What follows belongs to an exercise in optimizing a design on an open flow for small area; a production flow would make more cautious choices. The RTL was checked by simulation tests, not by an equivalence proof against the original design. The clock port is modelled as an ideal driver; clocking choices that lean on that would not hold on a real chip. Power and IR drop assume default switching activity.

## ppu
module ppu(
	input wire clk,
	input wire rst,
	input wire sync,
	input wire [2:0] mode,
	input wire [7:0] data_i,
	input wire stb_i,
	output reg ack_i,
	output reg [7:0] data_o,
	output reg stb_o,
	input wire ack_o
);
export LEC_CHECK = 0
export ABC_AREA = 1
export CAP_MARGIN = 0
export CORE_MARGIN = 2
export CORE_UTILIZATION = 40
export GPL_TIMING_DRIVEN = 0
export SLEW_MARGIN = 0
create_clock -name core_clock -period 40.0 [get_ports {clk}]
standard.sh (not shown) runs the stock make flow with config.mk's settings and CLKGATE_MAP_FILE= SYNTH_SCRIPT=/design/flow/synth_recipe.tcl, a recipe that flattens the netlist after the stock synthesis.
==> flow/flow/run.sh <==
#!/bin/bash
# Standard ORFS layout (standard.sh) with these changes:
#  - after the standard synthesis, the combinational logic is mapped again with
#    a stronger ABC area script (flow/reopt.sh); flip-flops and full adders are
#    kept as they are, and the result is proven equivalent with yosys (equiv_*)
#    before it replaces the standard netlist;
#  - port buffers use the smallest buffer cell (buf_1);
#  - before clock tree synthesis, flow/clock_buffer.tcl drives the flip-flops
#    from four clkbuf_8 (one per quadrant of the sinks); CTS then only buffers
#    the clock port's net to those four buffers, with no dummy loads.
# Each tool's output goes to its own log file in this folder.
set -euo pipefail
export BUFFER_PORTS_ARGS="-buffer_cell sky130_fd_sc_hd__buf_1"
export CTS_ARGS="-clk_nets clk -repair_clock_nets -dont_use_dummy_load -buf_list sky130_fd_sc_hd__clkbuf_2"
export PRE_CTS_TCL="$PWD/flow/clock_buffer.tcl"
R=orfs/results/${FLOW_PLATFORM}/ppu/base
bash standard.sh synth > standard_synth.log 2>&1
cp $R/1_2_yosys.v standard_1_2_yosys.v
if bash flow/reopt.sh standard_1_2_yosys.v reopt_1_2_yosys.v reopt; then
  cp reopt_1_2_yosys.v $R/1_2_yosys.v
  echo "reopt: using re-mapped netlist" > reopt_status.log
else
  echo "reopt: failed, keeping the standard netlist" > reopt_status.log
fi
bash standard.sh > standard.log 2>&1
==> flow/flow/reopt.abc <==
strash
dch -f
map -a
mfs2
strash
dch -f
map -a
mfs2
strash
dch -f
map -a
mfs2
strash
dch -f
map -a
mfs2
strash
dch -f
map -a
topo
Other scripts of this flow, unchanged in this note and not shown: flow/flow/clock_buffer.tcl, flow/flow/dont_use.txt, flow/flow/reopt.sh
Edit:
--- a/flow/flow/run.sh
+++ b/flow/flow/run.sh
@@ -1,4 +1,4 @@
 #!/bin/bash
-# Standard ORFS layout (standard.sh) with these changes:
+# Standard ORFS layout with three changes:
 #  - after the standard synthesis, the combinational logic is mapped again with
 #    a stronger ABC area script (flow/reopt.sh); flip-flops and full adders are
@@ -6,8 +6,5 @@
 #    before it replaces the standard netlist;
 #  - port buffers use the smallest buffer cell (buf_1);
-#  - before clock tree synthesis, flow/clock_buffer.tcl drives the flip-flops
-#    from four clkbuf_8 (one per quadrant of the sinks); CTS then only buffers
-#    the clock port's net to those four buffers, with no dummy loads.
-# Each tool's output goes to its own log file in this folder.
+#  - clock tree synthesis uses clkbuf_8 and adds no dummy loads.
 set -euo pipefail
 export BUFFER_PORTS_ARGS="-buffer_cell sky130_fd_sc_hd__buf_1"
--- a/flow/config.mk
+++ b/flow/config.mk
@@ -7,7 +7,6 @@
 export LEC_CHECK = 0
 export ABC_AREA = 1
-export CAP_MARGIN = 0
+export CAP_MARGIN = 20
 export CORE_MARGIN = 2
 export CORE_UTILIZATION = 40
-export GPL_TIMING_DRIVEN = 0
-export SLEW_MARGIN = 0
+export SLEW_MARGIN = 20
Clock power hardly moves.
Hold slack degrades by 0.031 ns.
Power drops slightly.
Synthesized area stays the same.
Setup slack improved by 0.52 ns.
Sequential share of layout area grows by 0.32 points.
Edit:
--- a/flow/flow/run.sh
+++ b/flow/flow/run.sh
@@ -1,10 +1,14 @@
 #!/bin/bash
-# Standard ORFS layout with three changes:
+# Standard ORFS layout (standard.sh) with these changes:
 #  - after the standard synthesis, the combinational logic is mapped again with
-#    a stronger ABC area script (flow/reopt.sh); flip-flops and full adders are
+#    a stronger ABC area script (flow/reopt.sh, flow/reopt.abc, which
+#    includes a 60-second &deepsyn run); flip-flops and full adders are
 #    kept as they are, and the result is proven equivalent with yosys (equiv_*)
 #    before it replaces the standard netlist;
 #  - port buffers use the smallest buffer cell (buf_1);
-#  - clock tree synthesis uses clkbuf_8 and adds no dummy loads.
+#  - before clock tree synthesis, flow/clock_buffer.tcl drives the flip-flops
+#    from four clkbuf_8 (one per quadrant of the sinks); CTS then only buffers
+#    the clock port's net to those four buffers, with no dummy loads.
+# Each tool's output goes to its own log file in this folder.
 set -euo pipefail
 export BUFFER_PORTS_ARGS="-buffer_cell sky130_fd_sc_hd__buf_1"
==> flow/flow/reopt.abc (replaced) <==
strash
dch -f
map -a
mfs2
strash
&get -n
&deepsyn -T 60
&put
dch -f
map -a
mfs2
strash
dch -f
map -a
mfs2
strash
dch -f
map -a
topo
What happened: The changed run finished with timing, DRC and antenna clean; via count decreases by about 3.4%; wire length decreases by about 4.3%; sequential power goes up by about 1%.
Edit:
--- a/flow/flow/run.sh
+++ b/flow/flow/run.sh
@@ -2,6 +2,5 @@
 # Standard ORFS layout (standard.sh) with these changes:
 #  - after the standard synthesis, the combinational logic is mapped again with
-#    a stronger ABC area script (flow/reopt.sh, flow/reopt.abc, which
-#    includes a 60-second &deepsyn run); flip-flops and full adders are
+#    a stronger ABC area script (flow/reopt.sh); flip-flops and full adders are
 #    kept as they are, and the result is proven equivalent with yosys (equiv_*)
 #    before it replaces the standard netlist;
==> flow/flow/reopt.abc (replaced) <==
strash
dch -f
map -a
mfs2
strash
dch -f
map -a
mfs2
strash
dch -f
map -a
mfs2
strash
dch -f
map -a
mfs2
strash
dch -f
map -a
topo
The changed run finished clean.
Design area came out higher slightly.
Clock power barely changes.
Routed wire length came out higher by a few percent.
Cell count came out higher slightly.
Critical path depth came out higher by 1.
Total power came out higher by a few percent.
Global-route usage came out lower by 0.30 points.
Via count came out higher by a few percent.
Maximum frequency came out higher slightly.
Worst setup slack gets better by 0.35 ns.

-- what the ideal ports hide --
The results above use ideal ports. As a check the final layouts listed here were re-extracted and re-timed, cells and wires unchanged. Step 1: set_driving_cell puts a clkbuf_16 on clk and a buf_2 on each other input, an assumption about the parent block. Step 2 moves the port delays by t, midway between the first and last clock arrival at a register: inputs arrive t later, outputs are due t later. That takes back most of the time a late clock gives input paths. Slacks: ideal / step 1 / step 2; pairs: ideal / step 1.
run	shift t [ns]	setup WS [ns]	worst hold slack (ns)	worst register clock-pin slew, ns	worst data-port slew with drivers (ns)
the first run	0.484	21.472 / 21.479 / 20.994	0.499 / 0.499 / 0.499	0.13 / 0.13	0.04
the second run	0.484	21.989 / 21.997 / 21.513	0.468 / 0.468 / 0.468	0.12 / 0.12	0.03
the third run	0.499	21.643 / 21.648 / 21.149	0.500 / 0.500 / 0.500	0.12 / 0.12	0.03
the fourth run	0.484	21.989 / 21.997 / 21.513	0.468 / 0.468 / 0.468	0.12 / 0.12	0.03
After both steps setup and hold are still met in every run listed. For the third run, which loses most, drivers alone change the setup slack by +0.005 ns; drivers and shift together by -0.494 ns.
